From an optimization exercise on the open Yosys and OpenROAD flow, aimed at small area; shortcuts taken in it are not production practice. Function was not checked in any run shown here: the RTL went through the layout flow alone. Power is estimated from default activity; no workload was simulated.

==> flow/design.v, too long to show whole: its modules and the start of the top module <==
// module ldiv: 212 lines
// module ldiv_rows_1_5: 83 lines
// module ldiv_rows_6_8: 105 lines
// module ldiv_rows_9_11: 148 lines
// module ldiv_rows_12_14: 201 lines
// module ldiv_rows_15_17: 262 lines
// module ldiv_rows_18_19: 201 lines
// module ldiv_rows_20_21: 225 lines
// module ldiv_rows_22_23: 251 lines
// module ldiv_rows_24_25: 281 lines
// module ldiv_rows_26_27: 307 lines
// module ldiv_rows_28_29: 339 lines
// module ldiv_rows_30_31: 378 lines
module ldiv #
  (
   parameter 	NUMERATOR_WIDTH = 32,
   parameter 	DENOMINATOR_WIDTH = 32,
   parameter 	QUOTIENT_WIDTH = 32
   )
   (
    input 				      clk,
    input 				      reset,
    input signed [NUMERATOR_WIDTH - 1:0]      numerator_in,
    input [DENOMINATOR_WIDTH - 1:0] 	      denominator_in,
    input 				      valid_in,
    output signed [QUOTIENT_WIDTH - 1:0]      quotient_out,
    output signed [NUMERATOR_WIDTH - 1:0]     remainder_out,
    output 				      valid_out,
    output signed [NUMERATOR_WIDTH - 1 + 1:0] numerator_out,
    output [DENOMINATOR_WIDTH - 1:0] 	      denominator_out
    );
  // ...
==> flow/run.sh <==
#!/bin/bash
# synth_recipe.tcl (not shown) runs the flow's synth.tcl, then flattens the netlist and writes it again
# the make line also repeats each setting of config.mk as NAME=value (left out here)
make -C /OpenROAD-flow-scripts/flow DESIGN_CONFIG=/design/flow/config.mk WORK_HOME=/design/flow/orfs CLKGATE_MAP_FILE= SYNTH_SCRIPT=/design/flow/synth_recipe.tcl finish
==> flow/config.mk <==
export PLATFORM = sky130hd
export DESIGN_NAME = ldiv
export DESIGN_NICKNAME = ldiv
export VERILOG_FILES = /design/flow/design.v
export SDC_FILE = /design/flow/constraint.sdc
export NUM_CORES = 4
export LEC_CHECK = 0
export CAP_MARGIN = 20
export CORE_MARGIN = 2
export CORE_UTILIZATION = 45
export PLACE_DENSITY = 0.6
export SLEW_MARGIN = 20
export SYNTH_HIERARCHICAL = 1
==> flow/constraint.sdc <==
create_clock -name core_clock -period 7.0 [get_ports {clk}]
set_input_delay 1.4000 -clock core_clock [delete_from_list [all_inputs] [get_ports {clk}]]
set_output_delay 1.4000 -clock core_clock [all_outputs]
set_load 0.01 [all_outputs]
==> results.tsv, run 1 <==
metric	value	unit
status	complete, no violations	
die_height	380.5	um
drive_gt1_frac	0.1135	
dieArea	144800	um2
utilization	0.5042	
wl_met1	70090	um
syn_nets	7083	
nonClkBufAreaFrac	0.04606	
crit_family	compound AO/OA/AOI/OAI gates	
post_cts_resize_count	0	
yosys_most_used_dff	dfxtp_1	
synth_compound_area_frac	0.1854	
htree_levels	4	
post-route-period-util	0.9348	
multi_input_comb_cells	4944	
synth_adder_area_share	0.02972	
clock_sinks	1241	
multi_input_area_share	0.4873	
antenna_cells	0	
synth_seq_cells	1241	
grt_use_met3	0.03766	
p_total	0.02075	W
final_max_slew_viol_count	0	
setup_tns	0	ns
placementRows	138	
synth-edff-count	0	
finalHoldViolCount	0	
area_dominant_class	multi-input combinational cells	
setup_violations	0	
met2_length	71640	um
r2r_start	R4[7]$_DFF_P_	
==> module ldiv, before the edit <==
module ldiv #
  (
   parameter 	NUMERATOR_WIDTH = 32,
   parameter 	DENOMINATOR_WIDTH = 32,
   parameter 	QUOTIENT_WIDTH = 32
   )
   (
    input 				      clk,
    input 				      reset,
    input signed [NUMERATOR_WIDTH - 1:0]      numerator_in,
    input [DENOMINATOR_WIDTH - 1:0] 	      denominator_in,
    input 				      valid_in,
    output signed [QUOTIENT_WIDTH - 1:0]      quotient_out,
    output signed [NUMERATOR_WIDTH - 1:0]     remainder_out,
    output 				      valid_out,
    output signed [NUMERATOR_WIDTH - 1 + 1:0] numerator_out,
    output [DENOMINATOR_WIDTH - 1:0] 	      denominator_out
    );
   wire [31:0] n0 = numerator_in;
   wire [31:0] d0 = denominator_in;
   wire v0 = valid_in;
   wire [4:0] q5, r5;
   ldiv_rows_1_5 u_rows_1 (.n(n0), .d(d0), .qo(q5), .ro(r5));
   reg [31:0] n1;
   reg [31:0] d1;
   reg v1;
   reg [4:0] Q1;
   reg [4:0] R1;
   always @(posedge clk) begin
      n1 <= n0;
      d1 <= d0;
      Q1 <= q5;
      R1 <= r5;
      v1 <= reset ? 1'b0 : v0;
   end
   wire [7:0] q8, r8;
   ldiv_rows_6_8 u_rows_2 (.n(n1), .d(d1), .qi(Q1), .ri(R1), .qo(q8), .ro(r8));
   reg [31:0] n2;
   reg [31:0] d2;
   reg v2;
   reg [7:0] Q2;
   reg [7:0] R2;
   always @(posedge clk) begin
      n2 <= n1;
      d2 <= d1;
      Q2 <= q8;
      R2 <= r8;
      v2 <= reset ? 1'b0 : v1;
   end
   wire [10:0] q11, r11;
   ldiv_rows_9_11 u_rows_3 (.n(n2), .d(d2), .qi(Q2), .ri(R2), .qo(q11), .ro(r11));
   reg [31:0] n3;
   reg [31:0] d3;
   reg v3;
   reg [10:0] Q3;
   reg [10:0] R3;
   always @(posedge clk) begin
      n3 <= n2;
      d3 <= d2;
      Q3 <= q11;
      R3 <= r11;
      v3 <= reset ? 1'b0 : v2;
   end
   wire [13:0] q14, r14;
   ldiv_rows_12_14 u_rows_4 (.n(n3), .d(d3), .qi(Q3), .ri(R3), .qo(q14), .ro(r14));
   reg [31:0] n4;
   reg [31:0] d4;
   reg v4;
   reg [13:0] Q4;
   reg [13:0] R4;
   always @(posedge clk) begin
      n4 <= n3;
      d4 <= d3;
      Q4 <= q14;
      R4 <= r14;
      v4 <= reset ? 1'b0 : v3;
   end
   wire [16:0] q17, r17;
   ldiv_rows_15_17 u_rows_5 (.n(n4), .d(d4), .qi(Q4), .ri(R4), .qo(q17), .ro(r17));
   reg [31:0] n5;
   reg [31:0] d5;
   reg v5;
   reg [16:0] Q5;
   reg [16:0] R5;
   always @(posedge clk) begin
      n5 <= n4;
      d5 <= d4;
      Q5 <= q17;
      R5 <= r17;
      v5 <= reset ? 1'b0 : v4;
   end
   wire [18:0] q19, r19;
   ldiv_rows_18_19 u_rows_6 (.n(n5), .d(d5), .qi(Q5), .ri(R5), .qo(q19), .ro(r19));
   reg [31:0] n6;
   reg [31:0] d6;
   reg v6;
   reg [18:0] Q6;
   reg [18:0] R6;
   always @(posedge clk) begin
      n6 <= n5;
      d6 <= d5;
      Q6 <= q19;
      R6 <= r19;
      v6 <= reset ? 1'b0 : v5;
   end
   wire [20:0] q21, r21;
   ldiv_rows_20_21 u_rows_7 (.n(n6), .d(d6), .qi(Q6), .ri(R6), .qo(q21), .ro(r21));
   reg [31:0] n7;
   reg [31:0] d7;
   reg v7;
   reg [20:0] Q7;
   reg [20:0] R7;
   always @(posedge clk) begin
      n7 <= n6;
      d7 <= d6;
      Q7 <= q21;
      R7 <= r21;
      v7 <= reset ? 1'b0 : v6;
   end
   wire [22:0] q23, r23;
   ldiv_rows_22_23 u_rows_8 (.n(n7), .d(d7), .qi(Q7), .ri(R7), .qo(q23), .ro(r23));
   reg [31:0] n8;
   reg [31:0] d8;
   reg v8;
   reg [22:0] Q8;
   reg [22:0] R8;
   always @(posedge clk) begin
      n8 <= n7;
      d8 <= d7;
      Q8 <= q23;
      R8 <= r23;
      v8 <= reset ? 1'b0 : v7;
   end
   wire [24:0] q25, r25;
   ldiv_rows_24_25 u_rows_9 (.n(n8), .d(d8), .qi(Q8), .ri(R8), .qo(q25), .ro(r25));
   reg [31:0] n9;
   reg [31:0] d9;
   reg v9;
   reg [24:0] Q9;
   reg [24:0] R9;
   always @(posedge clk) begin
      n9 <= n8;
      d9 <= d8;
      Q9 <= q25;
      R9 <= r25;
      v9 <= reset ? 1'b0 : v8;
   end
   wire [26:0] q27, r27;
   ldiv_rows_26_27 u_rows_10 (.n(n9), .d(d9), .qi(Q9), .ri(R9), .qo(q27), .ro(r27));
   reg [31:0] n10;
   reg [31:0] d10;
   reg v10;
   reg [26:0] Q10;
   reg [26:0] R10;
   always @(posedge clk) begin
      n10 <= n9;
      d10 <= d9;
      Q10 <= q27;
      R10 <= r27;
      v10 <= reset ? 1'b0 : v9;
   end
   wire [28:0] q29, r29;
   ldiv_rows_28_29 u_rows_11 (.n(n10), .d(d10), .qi(Q10), .ri(R10), .qo(q29), .ro(r29));
   reg [31:0] n11;
   reg [31:0] d11;
   reg v11;
   reg [28:0] Q11;
   reg [28:0] R11;
   always @(posedge clk) begin
      n11 <= n10;
      d11 <= d10;
      Q11 <= q29;
      R11 <= r29;
      v11 <= reset ? 1'b0 : v10;
   end
   wire [30:0] q31, r31;
   wire eq;
   ldiv_rows_30_31 u_rows_12 (.n(n11), .d(d11), .qi(Q11), .ri(R11), .qo(q31), .ro(r31), .eqo(eq));
   reg [31:0] n12;
   reg [31:0] d12;
   reg v12;
   reg [30:0] Q12;
   reg [30:0] R12;
   reg E12;
   always @(posedge clk) begin
      n12 <= n11;
      d12 <= d11;
      Q12 <= q31;
      R12 <= r31;
      E12 <= eq;
      v12 <= reset ? 1'b0 : v11;
   end
   wire s = n12[31];
   wire [31:0] Qx = {1'b0, Q12};
   wire [31:0] Rx = {1'b0, R12};
   wire eqr = E12;
   wire [31:0] qo;              
   assign qo[1:0] = 2'b00;
   genvar k;
   generate
      for (k = 2; k < 32; k = k + 1) begin : qor
         assign qo[k] = |Qx[k-1:1];
      end
   endgenerate
   wire [31:0] nq = Qx ^ qo;    
   wire sel = eqr | Qx[0];
   assign quotient_out = s ? {sel ? ~Qx[31:1] : nq[31:1], Qx[0] ^ eqr} : Qx;
   assign remainder_out = s ? (eqr ? 32'd0 : ~Rx) : Rx;
   assign numerator_out = {n12[31], n12};
   assign denominator_out = d12;
   assign valid_out = v12;
endmodule
==> run 2, diff against run 1 <==
--- a/flow/design.v
+++ b/flow/design.v
@@ -20,179 +20,151 @@
    wire [31:0] d0 = denominator_in;
    wire v0 = valid_in;
-   wire [4:0] q5, r5;
-   ldiv_rows_1_5 u_rows_1 (.n(n0), .d(d0), .qo(q5), .ro(r5));
+   wire [5:0] q6, r6;
+   ldiv_rows_1_6 u_rows_1 (.n(n0), .d(d0), .qo(q6), .ro(r6));
    reg [31:0] n1;
    reg [31:0] d1;
    reg v1;
-   reg [4:0] Q1;
-   reg [4:0] R1;
+   reg [5:0] Q1;
+   reg [5:0] R1;
    always @(posedge clk) begin
       n1 <= n0;
       d1 <= d0;
-      Q1 <= q5;
-      R1 <= r5;
+      Q1 <= q6;
+      R1 <= r6;
       v1 <= reset ? 1'b0 : v0;
    end
-   wire [7:0] q8, r8;
-   ldiv_rows_6_8 u_rows_2 (.n(n1), .d(d1), .qi(Q1), .ri(R1), .qo(q8), .ro(r8));
+   wire [8:0] q9, r9;
+   ldiv_rows_7_9 u_rows_2 (.n(n1), .d(d1), .qi(Q1), .ri(R1), .qo(q9), .ro(r9));
    reg [31:0] n2;
    reg [31:0] d2;
    reg v2;
-   reg [7:0] Q2;
-   reg [7:0] R2;
+   reg [8:0] Q2;
+   reg [8:0] R2;
    always @(posedge clk) begin
       n2 <= n1;
       d2 <= d1;
-      Q2 <= q8;
-      R2 <= r8;
+      Q2 <= q9;
+      R2 <= r9;
       v2 <= reset ? 1'b0 : v1;
    end
-   wire [10:0] q11, r11;
-   ldiv_rows_9_11 u_rows_3 (.n(n2), .d(d2), .qi(Q2), .ri(R2), .qo(q11), .ro(r11));
+   wire [11:0] q12, r12;
+   ldiv_rows_10_12 u_rows_3 (.n(n2), .d(d2), .qi(Q2), .ri(R2), .qo(q12), .ro(r12));
    reg [31:0] n3;
    reg [31:0] d3;
    reg v3;
-   reg [10:0] Q3;
-   reg [10:0] R3;
+   reg [11:0] Q3;
+   reg [11:0] R3;
    always @(posedge clk) begin
       n3 <= n2;
       d3 <= d2;
-      Q3 <= q11;
-      R3 <= r11;
+      Q3 <= q12;
+      R3 <= r12;
       v3 <= reset ? 1'b0 : v2;
    end
-   wire [13:0] q14, r14;
-   ldiv_rows_12_14 u_rows_4 (.n(n3), .d(d3), .qi(Q3), .ri(R3), .qo(q14), .ro(r14));
+   wire [14:0] q15, r15;
+   ldiv_rows_13_15 u_rows_4 (.n(n3), .d(d3), .qi(Q3), .ri(R3), .qo(q15), .ro(r15));
    reg [31:0] n4;
    reg [31:0] d4;
    reg v4;
-   reg [13:0] Q4;
-   reg [13:0] R4;
+   reg [14:0] Q4;
+   reg [14:0] R4;
    always @(posedge clk) begin
       n4 <= n3;
       d4 <= d3;
-      Q4 <= q14;
-      R4 <= r14;
+      Q4 <= q15;
+      R4 <= r15;
       v4 <= reset ? 1'b0 : v3;
    end
-   wire [16:0] q17, r17;
-   ldiv_rows_15_17 u_rows_5 (.n(n4), .d(d4), .qi(Q4), .ri(R4), .qo(q17), .ro(r17));
+   wire [17:0] q18, r18;
+   ldiv_rows_16_18 u_rows_5 (.n(n4), .d(d4), .qi(Q4), .ri(R4), .qo(q18), .ro(r18));
    reg [31:0] n5;
    reg [31:0] d5;
    reg v5;
-   reg [16:0] Q5;
-   reg [16:0] R5;
+   reg [17:0] Q5;
+   reg [17:0] R5;
    always @(posedge clk) begin
       n5 <= n4;
       d5 <= d4;
-      Q5 <= q17;
-      R5 <= r17;
+      Q5 <= q18;
+      R5 <= r18;
       v5 <= reset ? 1'b0 : v4;
    end
-   wire [18:0] q19, r19;
-   ldiv_rows_18_19 u_rows_6 (.n(n5), .d(d5), .qi(Q5), .ri(R5), .qo(q19), .ro(r19));
+   wire [20:0] q21, r21;
+   ldiv_rows_19_21 u_rows_6 (.n(n5), .d(d5), .qi(Q5), .ri(R5), .qo(q21), .ro(r21));
    reg [31:0] n6;
    reg [31:0] d6;
    reg v6;
-   reg [18:0] Q6;
-   reg [18:0] R6;
+   reg [20:0] Q6;
+   reg [20:0] R6;
    always @(posedge clk) begin
       n6 <= n5;
       d6 <= d5;
-      Q6 <= q19;
-      R6 <= r19;
+      Q6 <= q21;
+      R6 <= r21;
       v6 <= reset ? 1'b0 : v5;
    end
-   wire [20:0] q21, r21;
-   ldiv_rows_20_21 u_rows_7 (.n(n6), .d(d6), .qi(Q6), .ri(R6), .qo(q21), .ro(r21));
+   wire [23:0] q24, r24;
+   ldiv_rows_22_24 u_rows_7 (.n(n6), .d(d6), .qi(Q6), .ri(R6), .qo(q24), .ro(r24));
    reg [31:0] n7;
    reg [31:0] d7;
    reg v7;
-   reg [20:0] Q7;
-   reg [20:0] R7;
+   reg [23:0] Q7;
+   reg [23:0] R7;
    always @(posedge clk) begin
       n7 <= n6;
       d7 <= d6;
-      Q7 <= q21;
-      R7 <= r21;
+      Q7 <= q24;
+      R7 <= r24;
       v7 <= reset ? 1'b0 : v6;
    end
-   wire [22:0] q23, r23;
-   ldiv_rows_22_23 u_rows_8 (.n(n7), .d(d7), .qi(Q7), .ri(R7), .qo(q23), .ro(r23));
+   wire [26:0] q27, r27;
+   ldiv_rows_25_27 u_rows_8 (.n(n7), .d(d7), .qi(Q7), .ri(R7), .qo(q27), .ro(r27));
    reg [31:0] n8;
    reg [31:0] d8;
    reg v8;
-   reg [22:0] Q8;
-   reg [22:0] R8;
+   reg [26:0] Q8;
+   reg [26:0] R8;
    always @(posedge clk) begin
       n8 <= n7;
       d8 <= d7;
-      Q8 <= q23;
-      R8 <= r23;
+      Q8 <= q27;
+      R8 <= r27;
       v8 <= reset ? 1'b0 : v7;
    end
-   wire [24:0] q25, r25;
-   ldiv_rows_24_25 u_rows_9 (.n(n8), .d(d8), .qi(Q8), .ri(R8), .qo(q25), .ro(r25));
+   wire [28:0] q29, r29;
+   ldiv_rows_28_29 u_rows_9 (.n(n8), .d(d8), .qi(Q8), .ri(R8), .qo(q29), .ro(r29));
    reg [31:0] n9;
    reg [31:0] d9;
    reg v9;
-   reg [24:0] Q9;
-   reg [24:0] R9;
+   reg [28:0] Q9;
+   reg [28:0] R9;
    always @(posedge clk) begin
       n9 <= n8;
       d9 <= d8;
-      Q9 <= q25;
-      R9 <= r25;
+      Q9 <= q29;
+      R9 <= r29;
       v9 <= reset ? 1'b0 : v8;
    end
-   wire [26:0] q27, r27;
-   ldiv_rows_26_27 u_rows_10 (.n(n9), .d(d9), .qi(Q9), .ri(R9), .qo(q27), .ro(r27));
+   wire [30:0] q31, r31;
+   wire eq;
+   ldiv_rows_30_31 u_rows_10 (.n(n9), .d(d9), .qi(Q9), .ri(R9), .qo(q31), .ro(r31), .eqo(eq));
    reg [31:0] n10;
    reg [31:0] d10;
    reg v10;
-   reg [26:0] Q10;
-   reg [26:0] R10;
+   reg [30:0] Q10;
+   reg [30:0] R10;
+   reg E10;
    always @(posedge clk) begin
       n10 <= n9;
       d10 <= d9;
-      Q10 <= q27;
-      R10 <= r27;
+      Q10 <= q31;
+      R10 <= r31;
+      E10 <= eq;
       v10 <= reset ? 1'b0 : v9;
    end
-   wire [28:0] q29, r29;
-   ldiv_rows_28_29 u_rows_11 (.n(n10), .d(d10), .qi(Q10), .ri(R10), .qo(q29), .ro(r29));
-   reg [31:0] n11;
-   reg [31:0] d11;
-   reg v11;
-   reg [28:0] Q11;
-   reg [28:0] R11;
-   always @(posedge clk) begin
-      n11 <= n10;
-      d11 <= d10;
-      Q11 <= q29;
-      R11 <= r29;
-      v11 <= reset ? 1'b0 : v10;
-   end
-   wire [30:0] q31, r31;
-   wire eq;
-   ldiv_rows_30_31 u_rows_12 (.n(n11), .d(d11), .qi(Q11), .ri(R11), .qo(q31), .ro(r31), .eqo(eq));
-   reg [31:0] n12;
-   reg [31:0] d12;
-   reg v12;
-   reg [30:0] Q12;
-   reg [30:0] R12;
-   reg E12;
-   always @(posedge clk) begin
-      n12 <= n11;
-      d12 <= d11;
-      Q12 <= q31;
-      R12 <= r31;
-      E12 <= eq;
-      v12 <= reset ? 1'b0 : v11;
-   end
-   wire s = n12[31];
-   wire [31:0] Qx = {1'b0, Q12};
-   wire [31:0] Rx = {1'b0, R12};
-   wire eqr = E12;
+   wire s = n10[31];
+   wire [31:0] Qx = {1'b0, Q10};
+   wire [31:0] Rx = {1'b0, R10};
+   wire eqr = E10;
    wire [31:0] qo;              
    assign qo[1:0] = 2'b00;
@@ -207,9 +179,9 @@
    assign quotient_out = s ? {sel ? ~Qx[31:1] : nq[31:1], Qx[0] ^ eqr} : Qx;
    assign remainder_out = s ? (eqr ? 32'd0 : ~Rx) : Rx;
-   assign numerator_out = {n12[31], n12};
-   assign denominator_out = d12;
-   assign valid_out = v12;
+   assign numerator_out = {n10[31], n10};
+   assign denominator_out = d10;
+   assign valid_out = v10;
 endmodule
-module ldiv_rows_1_5 (input [31:0] n, input [31:0] d, output [4:0] qo, output [4:0] ro);
+module ldiv_rows_1_6 (input [31:0] n, input [31:0] d, output [5:0] qo, output [5:0] ro);
    wire [0:0] t1 = {n[30] ^ n[31]};
    wire [0:0] b1_g = ~t1 & d[0:0];
@@ -291,9 +263,5 @@
    wire [4:0] r5 = t5 ^ ({5{g5}} & (d[4:0] ^ b5[4:0]));
    wire [4:0] q5 = {q4, g5};
-   assign qo = q5;
-   assign ro = r5;
-endmodule
-module ldiv_rows_6_8 (input [31:0] n, input [31:0] d, input [4:0] qi, input [4:0] ri, output [7:0] qo, output [7:0] ro);
-   wire [5:0] t6 = {ri, n[25] ^ n[31]};
+   wire [5:0] t6 = {r5, n[25] ^ n[31]};
    wire [5:0] b6_g = ~t6 & d[5:0];
    wire [5:0] b6_p = ~t6 | d[5:0];
@@ -322,6 +290,10 @@
    wire g6 = ~b6[6] & ~(|d[31:6]);
    wire [5:0] r6 = t6 ^ ({6{g6}} & (d[5:0] ^ b6[5:0]));
-   wire [5:0] q6 = {qi, g6};
-   wire [6:0] t7 = {r6, n[24] ^ n[31]};
+   wire [5:0] q6 = {q5, g6};
+   assign qo = q6;
+   assign ro = r6;
+endmodule
+module ldiv_rows_7_9 (input [31:0] n, input [31:0] d, input [5:0] qi, input [5:0] ri, output [8:0] qo, output [8:0] ro);
+   wire [6:0] t7 = {ri, n[24] ^ n[31]};
    wire [6:0] b7_g = ~t7 & d[6:0];
    wire [6:0] b7_p = ~t7 | d[6:0];
@@ -355,5 +327,5 @@
    wire g7 = ~b7[7] & ~(|d[31:7]);
    wire [6:0] r7 = t7 ^ ({7{g7}} & (d[6:0] ^ b7[6:0]));
-   wire [6:0] q7 = {q6, g7};
+   wire [6:0] q7 = {qi, g7};
    wire [7:0] t8 = {r7, n[23] ^ n[31]};
    wire [7:0] b8_g = ~t8 & d[7:0];
@@ -396,9 +368,5 @@
    wire [7:0] r8 = t8 ^ ({8{g8}} & (d[7:0] ^ b8[7:0]));
    wire [7:0] q8 = {q7, g8};
-   assign qo = q8;
-   assign ro = r8;
-endmodule
-module ldiv_rows_9_11 (input [31:0] n, input [31:0] d, input [7:0] qi, input [7:0] ri, output [10:0] qo, output [10:0] ro);
-   wire [8:0] t9 = {ri, n[22] ^ n[31]};
+   wire [8:0] t9 = {r8, n[22] ^ n[31]};
    wire [8:0] b9_g = ~t9 & d[8:0];
    wire [8:0] b9_p = ~t9 | d[8:0];
@@ -442,6 +410,10 @@
    wire g9 = ~b9[9] & ~(|d[31:9]);
    wire [8:0] r9 = t9 ^ ({9{g9}} & (d[8:0] ^ b9[8:0]));
-   wire [8:0] q9 = {qi, g9};
-   wire [9:0] t10 = {r9, n[21] ^ n[31]};
+   wire [8:0] q9 = {q8, g9};
+   assign qo = q9;
+   assign ro = r9;
+endmodule
+module ldiv_rows_10_12 (input [31:0] n, input [31:0] d, input [8:0] qi, input [8:0] ri, output [11:0] qo, output [11:0] ro);
+   wire [9:0] t10 = {ri, n[21] ^ n[31]};
    wire [9:0] b10_g = ~t10 & d[9:0];
    wire [9:0] b10_p = ~t10 | d[9:0];
@@ -490,5 +462,5 @@
    wire g10 = ~b10[10] & ~(|d[31:10]);
    wire [9:0] r10 = t10 ^ ({10{g10}} & (d[9:0] ^ b10[9:0]));
-   wire [9:0] q10 = {q9, g10};
+   wire [9:0] q10 = {qi, g10};
    wire [10:0] t11 = {r10, n[20] ^ n[31]};
    wire [10:0] b11_g = ~t11 & d[10:0];
@@ -544,9 +516,5 @@
    wire [10:0] r11 = t11 ^ ({11{g11}} & (d[10:0] ^ b11[10:0]));
    wire [10:0] q11 = {q10, g11};
-   assign qo = q11;
-   assign ro = r11;
-endmodule
-module ldiv_rows_12_14 (input [31:0] n, input [31:0] d, input [10:0] qi, input [10:0] ri, output [13:0] qo, output [13:0] ro);
-   wire [11:0] t12 = {ri, n[19] ^ n[31]};
+   wire [11:0] t12 = {r11, n[19] ^ n[31]};
    wire [11:0] b12_g = ~t12 & d[11:0];
    wire [11:0] b12_p = ~t12 | d[11:0];
@@ -607,6 +575,10 @@
    wire g12 = ~b12[12] & ~(|d[31:12]);
    wire [11:0] r12 = t12 ^ ({12{g12}} & (d[11:0] ^ b12[11:0]));
-   wire [11:0] q12 = {qi, g12};
-   wire [12:0] t13 = {r12, n[18] ^ n[31]};
+   wire [11:0] q12 = {q11, g12};
+   assign qo = q12;
+   assign ro = r12;
+endmodule
+module ldiv_rows_13_15 (input [31:0] n, input [31:0] d, input [11:0] qi, input [11:0] ri, output [14:0] qo, output [14:0] ro);
+   wire [12:0] t13 = {ri, n[18] ^ n[31]};
    wire [12:0] b13_g = ~t13 & d[12:0];
    wire [12:0] b13_p = ~t13 | d[12:0];
@@ -672,5 +644,5 @@
    wire g13 = ~b13[13] & ~(|d[31:13]);
    wire [12:0] r13 = t13 ^ ({13{g13}} & (d[12:0] ^ b13[12:0]));
-   wire [12:0] q13 = {q12, g13};
+   wire [12:0] q13 = {qi, g13};
    wire [13:0] t14 = {r13, n[17] ^ n[31]};
    wire [13:0] b14_g = ~t14 & d[13:0];
@@ -745,9 +717,5 @@
    wire [13:0] r14 = t14 ^ ({14{g14}} & (d[13:0] ^ b14[13:0]));
    wire [13:0] q14 = {q13, g14};
-   assign qo = q14;
-   assign ro = r14;
-endmodule
-module ldiv_rows_15_17 (input [31:0] n, input [31:0] d, input [13:0] qi, input [13:0] ri, output [16:0] qo, output [16:0] ro);
-   wire [14:0] t15 = {ri, n[16] ^ n[31]};
+   wire [14:0] t15 = {r14, n[16] ^ n[31]};
    wire [14:0] b15_g = ~t15 & d[14:0];
    wire [14:0] b15_p = ~t15 | d[14:0];
@@ -827,6 +795,10 @@
    wire g15 = ~b15[15] & ~(|d[31:15]);
    wire [14:0] r15 = t15 ^ ({15{g15}} & (d[14:0] ^ b15[14:0]));
-   wire [14:0] q15 = {qi, g15};
-   wire [15:0] t16 = {r15, n[15] ^ n[31]};
+   wire [14:0] q15 = {q14, g15};
+   assign qo = q15;
+   assign ro = r15;
+endmodule
+module ldiv_rows_16_18 (input [31:0] n, input [31:0] d, input [14:0] qi, input [14:0] ri, output [17:0] qo, output [17:0] ro);
+   wire [15:0] t16 = {ri, n[15] ^ n[31]};
    wire [15:0] b16_g = ~t16 & d[15:0];
    wire [15:0] b16_p = ~t16 | d[15:0];
@@ -915,5 +887,5 @@
    wire g16 = ~b16[16] & ~(|d[31:16]);
    wire [15:0] r16 = t16 ^ ({16{g16}} & (d[15:0] ^ b16[15:0]));
-   wire [15:0] q16 = {q15, g16};
+   wire [15:0] q16 = {qi, g16};
    wire [16:0] t17 = {r16, n[14] ^ n[31]};
    wire [16:0] b17_g = ~t17 & d[16:0];
@@ -1007,9 +979,5 @@
    wire [16:0] r17 = t17 ^ ({17{g17}} & (d[16:0] ^ b17[16:0]));
    wire [16:0] q17 = {q16, g17};
-   assign qo = q17;
-   assign ro = r17;
-endmodule
-module ldiv_rows_18_19 (input [31:0] n, input [31:0] d, input [16:0] qi, input [16:0] ri, output [18:0] qo, output [18:0] ro);
-   wire [17:0] t18 = {ri, n[13] ^ n[31]};
+   wire [17:0] t18 = {r17, n[13] ^ n[31]};
    wire [17:0] b18_g = ~t18 & d[17:0];
    wire [17:0] b18_p = ~t18 | d[17:0];
@@ -1106,6 +1074,10 @@
    wire g18 = ~b18[18] & ~(|d[31:18]);
    wire [17:0] r18 = t18 ^ ({18{g18}} & (d[17:0] ^ b18[17:0]));
-   wire [17:0] q18 = {qi, g18};
-   wire [18:0] t19 = {r18, n[12] ^ n[31]};
+   wire [17:0] q18 = {q17, g18};
+   assign qo = q18;
+   assign ro = r18;
+endmodule
+module ldiv_rows_19_21 (input [31:0] n, input [31:0] d, input [17:0] qi, input [17:0] ri, output [20:0] qo, output [20:0] ro);
+   wire [18:0] t19 = {ri, n[12] ^ n[31]};
    wire [18:0] b19_g = ~t19 & d[18:0];
    wire [18:0] b19_p = ~t19 | d[18:0];
@@ -1207,10 +1179,6 @@
    wire g19 = ~b19[19] & ~(|d[31:19]);
    wire [18:0] r19 = t19 ^ ({19{g19}} & (d[18:0] ^ b19[18:0]));
-   wire [18:0] q19 = {q18, g19};
-   assign qo = q19;
-   assign ro = r19;
-endmodule
-module ldiv_rows_20_21 (input [31:0] n, input [31:0] d, input [18:0] qi, input [18:0] ri, output [20:0] qo, output [20:0] ro);
-   wire [19:0] t20 = {ri, n[11] ^ n[31]};
+   wire [18:0] q19 = {qi, g19};
+   wire [19:0] t20 = {r19, n[11] ^ n[31]};
    wire [19:0] b20_g = ~t20 & d[19:0];
    wire [19:0] b20_p = ~t20 | d[19:0];
@@ -1319,5 +1287,5 @@
    wire g20 = ~b20[20] & ~(|d[31:20]);
    wire [19:0] r20 = t20 ^ ({20{g20}} & (d[19:0] ^ b20[19:0]));
-   wire [19:0] q20 = {qi, g20};
+   wire [19:0] q20 = {q19, g20};
    wire [20:0] t21 = {r20, n[10] ^ n[31]};
    wire [20:0] b21_g = ~t21 & d[20:0];
@@ -1436,5 +1404,5 @@
    assign ro = r21;
 endmodule
-module ldiv_rows_22_23 (input [31:0] n, input [31:0] d, input [20:0] qi, input [20:0] ri, output [22:0] qo, output [22:0] ro);
+module ldiv_rows_22_24 (input [31:0] n, input [31:0] d, input [20:0] qi, input [20:0] ri, output [23:0] qo, output [23:0] ro);
    wire [21:0] t22 = {ri, n[9] ^ n[31]};
    wire [21:0] b22_g = ~t22 & d[21:0];
@@ -1684,9 +1652,5 @@
    wire [22:0] r23 = t23 ^ ({23{g23}} & (d[22:0] ^ b23[22:0]));
    wire [22:0] q23 = {q22, g23};
-   assign qo = q23;
-   assign ro = r23;
-endmodule
-module ldiv_rows_24_25 (input [31:0] n, input [31:0] d, input [22:0] qi, input [22:0] ri, output [24:0] qo, output [24:0] ro);
-   wire [23:0] t24 = {ri, n[7] ^ n[31]};
+   wire [23:0] t24 = {r23, n[7] ^ n[31]};
    wire [23:0] b24_g = ~t24 & d[23:0];
    wire [23:0] b24_p = ~t24 | d[23:0];
@@ -1823,6 +1787,10 @@
    wire g24 = ~b24[24] & ~(|d[31:24]);
    wire [23:0] r24 = t24 ^ ({24{g24}} & (d[23:0] ^ b24[23:0]));
-   wire [23:0] q24 = {qi, g24};
-   wire [24:0] t25 = {r24, n[6] ^ n[31]};
+   wire [23:0] q24 = {q23, g24};
+   assign qo = q24;
+   assign ro = r24;
+endmodule
+module ldiv_rows_25_27 (input [31:0] n, input [31:0] d, input [23:0] qi, input [23:0] ri, output [26:0] qo, output [26:0] ro);
+   wire [24:0] t25 = {ri, n[6] ^ n[31]};
    wire [24:0] b25_g = ~t25 & d[24:0];
    wire [24:0] b25_p = ~t25 | d[24:0];
@@ -1964,10 +1932,6 @@
    wire g25 = ~b25[25] & ~(|d[31:25]);
    wire [24:0] r25 = t25 ^ ({25{g25}} & (d[24:0] ^ b25[24:0]));
-   wire [24:0] q25 = {q24, g25};
-   assign qo = q25;
-   assign ro = r25;
-endmodule
-module ldiv_rows_26_27 (input [31:0] n, input [31:0] d, input [24:0] qi, input [24:0] ri, output [26:0] qo, output [26:0] ro);
-   wire [25:0] t26 = {ri, n[5] ^ n[31]};
+   wire [24:0] q25 = {qi, g25};
+   wire [25:0] t26 = {r25, n[5] ^ n[31]};
    wire [25:0] b26_g = ~t26 & d[25:0];
    wire [25:0] b26_p = ~t26 | d[25:0];
@@ -2116,5 +2080,5 @@
    wire g26 = ~b26[26] & ~(|d[31:26]);
    wire [25:0] r26 = t26 ^ ({26{g26}} & (d[25:0] ^ b26[25:0]));
-   wire [25:0] q26 = {qi, g26};
+   wire [25:0] q26 = {q25, g26};
    wire [26:0] t27 = {r26, n[4] ^ n[31]};
    wire [26:0] b27_g = ~t27 & d[26:0];
--- a/flow/config.mk
+++ b/flow/config.mk
@@ -8,6 +8,7 @@
 export CAP_MARGIN = 20
 export CORE_MARGIN = 2
-export CORE_UTILIZATION = 45
-export PLACE_DENSITY = 0.6
+export CORE_UTILIZATION = 60
+export CTS_BUF_LIST = sky130_fd_sc_hd__clkbuf_4
+export PLACE_DENSITY = 0.75
 export SLEW_MARGIN = 20
 export SYNTH_HIERARCHICAL = 1
==> results.tsv, run 2 <==
metric	value	unit	change
p_leak	29.71	nW	was 26.55 nW
worst_pin_slew	1.301	ns	was 1.084 ns
pwr-share-clk	0.286		was 0.362
post-route-period-util	1.046		was 0.9348
dieArea	102700	um2	was 144800 um2
drt.antenna.violating_nets	0		unchanged
grt_antenna_before_repair	6		was 2
synthesis.instances	6914		was 7008
register_area	20760	um2	was 24850 um2
critical_path_class	reg -> reg		unchanged
slowest_stage	or4_1		was o41a_1
ys_seq_area_frac	0.3448		was 0.3895
clock_sinks	1035		was 1241
placementRows	116		was 138
dr.pass1.iters	6		unchanged
ir_drop	0.0002293	V	was 0.0002328 V
worst_ep_arrival_time	8.28	ns	was 7.18 ns
synth_most_common_cell	dfxtp_1		unchanged
clockRootBuffer	clkbuf_4		was clkbuf_16
yosys_warnings	7		unchanged
initial_core_util	0.6026		was 0.4521
placedInstanceArea	67710	um2	was 66060 um2
finalHoldViolCount	0		unchanged
dp_hpwl	130400	um	was 118000 um
grt_max_degree	73		was 54
finalCriticalPeriod	7.324	ns	was 6.543 ns
yosysTopAreaCell	dfxtp_1		unchanged
wl_per_cell	18.82	um	was 17.07 um
clock_latency	1.18	ns	was 0.79 ns
hold_class	reg -> reg		unchanged
worst_slack	-0.3244	ns	was 0.4566 ns
drtIter0Drc	4901		was 3077
synth-edff-count	0		unchanged
grtUsageTotal	0.3216		was 0.2065
async_reset_ff_frac	0		unchanged
whs	0.2455	ns	was 0.3000 ns
vias	56610		was 48.80k
area_growth	24.52	%	was 11.52%
power.switching	0.006294	W	was 0.006441 W
die_w	320.5	um	was 380.5 um
ios	197		unchanged
switching_share	0.3390		was 0.3104
syn_nets	6989		was 7083
holdBufCountCts	0		unchanged
synth_top_cell_area_share	0.3448		was 0.3895
end_kind	register		unchanged
final_common_cell	dfxtp_1		unchanged
n_fill_cell	7097		was 13.13k
synth.area.top_cells	dfxtp_1 (34%), xnor2_1 (8.8%), xor2_1 (3.8%), nand2_1 (3.5%), nor2_1 (3.0%)		was dfxtp_1 (39%), xnor2_1 (8.5%), xor2_1 (3.9%), nand2_1 (3.3%), buf_4 (2.9%)
max-clock-path-buffers	4		was 3
drt-total-wl	177400	um	was 153200 um
routed_via_density	6.004		was 5.439
sequentialPowerShare	0.363		was 0.391
maxSlewHeadroom	0.1245		was 0.2718
synthTopCellsByCount	dfxtp_1 (1035), xnor2_1 (606), nand2_1 (553), nor2_1 (475), a21oi_1 (265)		was dfxtp_1 (1241), xnor2_1 (616), nand2_1 (555), nor2_1 (443), xor2_1 (283)
so.violations	negative setup slack		
grt_setup_unrepaired	true		
setup_tns	-4.978	ns	was 0 ns
gp_congestion	0.9851		was 0.9162
status	complete, but fails checks		was complete, no violations
final.setup_skew	0.09306	ns	was 0.05974 ns
port_buffers	196		unchanged
startpoint_type	register		unchanged
drive_gt1_frac	0.2676		was 0.1135
layout_common_cells	dfxtp_1 (1013), buf_4 (998), xnor2_1 (569)		was dfxtp_1 (1239), xnor2_1 (613), nand2_1 (554)
crit_family	compound AO/OA/AOI/OAI gates		unchanged
die_height	320.5	um	was 380.5 um
fmax	0.1365	GHz	was 0.1528 GHz
cp_num_buf_inv	4		was 3
multi_input_area	37620	um2	was 34660 um2
grt_pass1_wl	271000	um	was 247500 um
final_max_slew_viol_count	0		unchanged
finish.instance_area	74820	um2	was 71120 um2
route.detailed.drc	0		unchanged
max_stage_delay	0.55	ns	was 0.52 ns
cts_tree	done		unchanged
power_density	248.1	nW/um2	was 291.7 nW/um2
worstPathRequired	7.95	ns	was 7.63 ns
combPwrFrac	0.351		was 0.248
synth_seq_cells	1035		was 1241
cpMostUsedCell	buf_4		
synth_cell_types	172		was 182
synth_area_per_cell	8.691	um2	was 9.101 um2
cts_made_buffers	276		was 133
cellInternalPower	0.01227	W	was 0.01431 W
drv_cap	0		unchanged
yosys_most_used_dff	dfxtp_1		unchanged
path_clk_slew	0.07	ns	was 0.06 ns
finalNetCount	8026		was 7049
syn-cell-area	60090	um2	was 63780 um2
grt_pass1_vias	53290		was 46.62k
core	99710	um2	was 141100 um2
htree_levels	5		was 4
grt_overflow	0		unchanged
cp_max_fo	6		was 17
setup_violations	37		was 0
## run 2: through the flow
step | util | total power (W) | std cells | setup WS (ns)
after floorplan | - | 0.01070 | 6914 | 0.01019
after global placement | 0.6791 | 0.01264 | 8836 | -0.4439
after detailed placement | 0.6791 | 0.01277 | 8836 | -0.4639
after CTS | 0.7241 | 0.01824 | 9335 | -0.04937
after global routing | 0.7503 | 0.01956 | 9427 | -0.6903
final | 0.7504 | 0.01856 | 9429 | -0.3244
## run 2: final timing paths
check	start	depth (start not counted)	endpoint	slack (ns)
setup / recovery	R5[0]$_DFF_P_	30	R6[1]$_DFF_P_	-0.32
hold / removal	n8[9]$_DFF_P_	0	n9[9]$_DFF_P_	0.25
setup reg to reg	R5[0]$_DFF_P_	30	R6[1]$_DFF_P_	-0.32
hold reg to reg	n8[9]$_DFF_P_	0	n9[9]$_DFF_P_	0.25
## run 2: per-layer routing
layer | track usage | wire [um] | vias to the layer above | share of wire
li1 | - | - | 26860 | -
met1 | 0.3863 | 70790 | 26800 | 0.40
met2 | 0.5544 | 85960 | 2352 | 0.48
met3 | 0.05449 | 12010 | 592 | 0.068
met4 | 0.1608 | 8631 | 6 | 0.049
met5 | 0 | 44 | - | 0.00025
## run 2: kinds of logic after synthesis
kind of cell	count (synthesis)	synth area share
DFF	1035	0.3448
muxes	77	0.01293
adders and majority gates	174	0.02990
buffers and inverters	776	0.06791
and+or+nand+nor	2341	0.2039
AOI/OAI and AO/OA	1631	0.2101
xor gates and xnor gates	880	0.1305
## run 2: timing repair
action,in CTS,in global routing
gates resized for setup,137,387
pin swaps,86,192
endpoints found under the setup margin,74,114
setup buffers,41,96
cloned,5,4
## run 2: modules after synthesis (local to each module, per instance)
module / area, um2 / copies in the design / flops+latches
ldiv_rows_1_6: 2141 / 1 / 0
ldiv_rows_13_15: 3477 / 1 / 0
ldiv: 21940 / 1 / 1035
ldiv_rows_30_31: 5455 / 1 / 0
ldiv_rows_22_24: 4706 / 1 / 0
ldiv_rows_7_9: 1752 / 1 / 0
ldiv_rows_10_12: 2859 / 1 / 0
ldiv_rows_16_18: 3595 / 1 / 0
ldiv_rows_19_21: 4360 / 1 / 0
ldiv_rows_28_29: 3741 / 1 / 0
ldiv_rows_25_27: 6065 / 1 / 0
## run 2: worst reg2reg max path, delay by kind of cell, from the launching register on
family | cells | cell delay, ns
xor+xnor | 2 | 0.30
flops | 1 | 0.32
fa+ha+maj | 1 | 0.38
buf+inv | 4 | 0.65
simple gates | 4 | 1.17
compound gates | 19 | 4.36
## run 2: cell type report
type | count | share of cell area
timing repair buffer | 1258 | 0.1380
multi-input combinational | 5104 | 0.5028
antenna | 4 | 0.0001338
inverter | 276 | 0.01406
tap | 1298 | 0.02171
sequential | 1035 | 0.2774
clock buffer | 384 | 0.03853
clock inverter | 70 | 0.007358
## run 2: power groups by stage
stage                     combinational, W  sequential [W]  clock, W
final                              0.00652         0.00673   0.00531
after global routing               0.00700         0.00678   0.00578
after CTS                          0.00606         0.00672   0.00545
after detailed placement           0.00592         0.00685         0
after global placement             0.00580         0.00684         0
after floorplan                    0.00400         0.00670         0

[re-timing with driven ports]
How much do the figures lean on ideal ports? The routed layouts below were timed once more, with nothing changed but the port constraints.
Step 1 (the two cells are an assumption about what drives the block):
set clk [get_ports {clk}]
set_driving_cell -lib_cell sky130_fd_sc_hd__clkbuf_16 $clk
set_driving_cell -lib_cell sky130_fd_sc_hd__buf_2 [delete_from_list [all_inputs] $clk]
Step 2 also shifts input and output timing later by t, the mid clock arrival at the registers, as if the neighbouring blocks saw the same clock.
a / b / c = ideal / step 1 / step 2; a / b = the first two.
| run | t (ns) | setup WS [ns] | cell pins on the clock port's net |
|---|---|---|---|
| run 1 | 0.845 | 0.457 / 0.457 / 0.457 | 1 |
| run 2 | 1.201 | -0.324 / -0.324 / -0.324 | 1 |
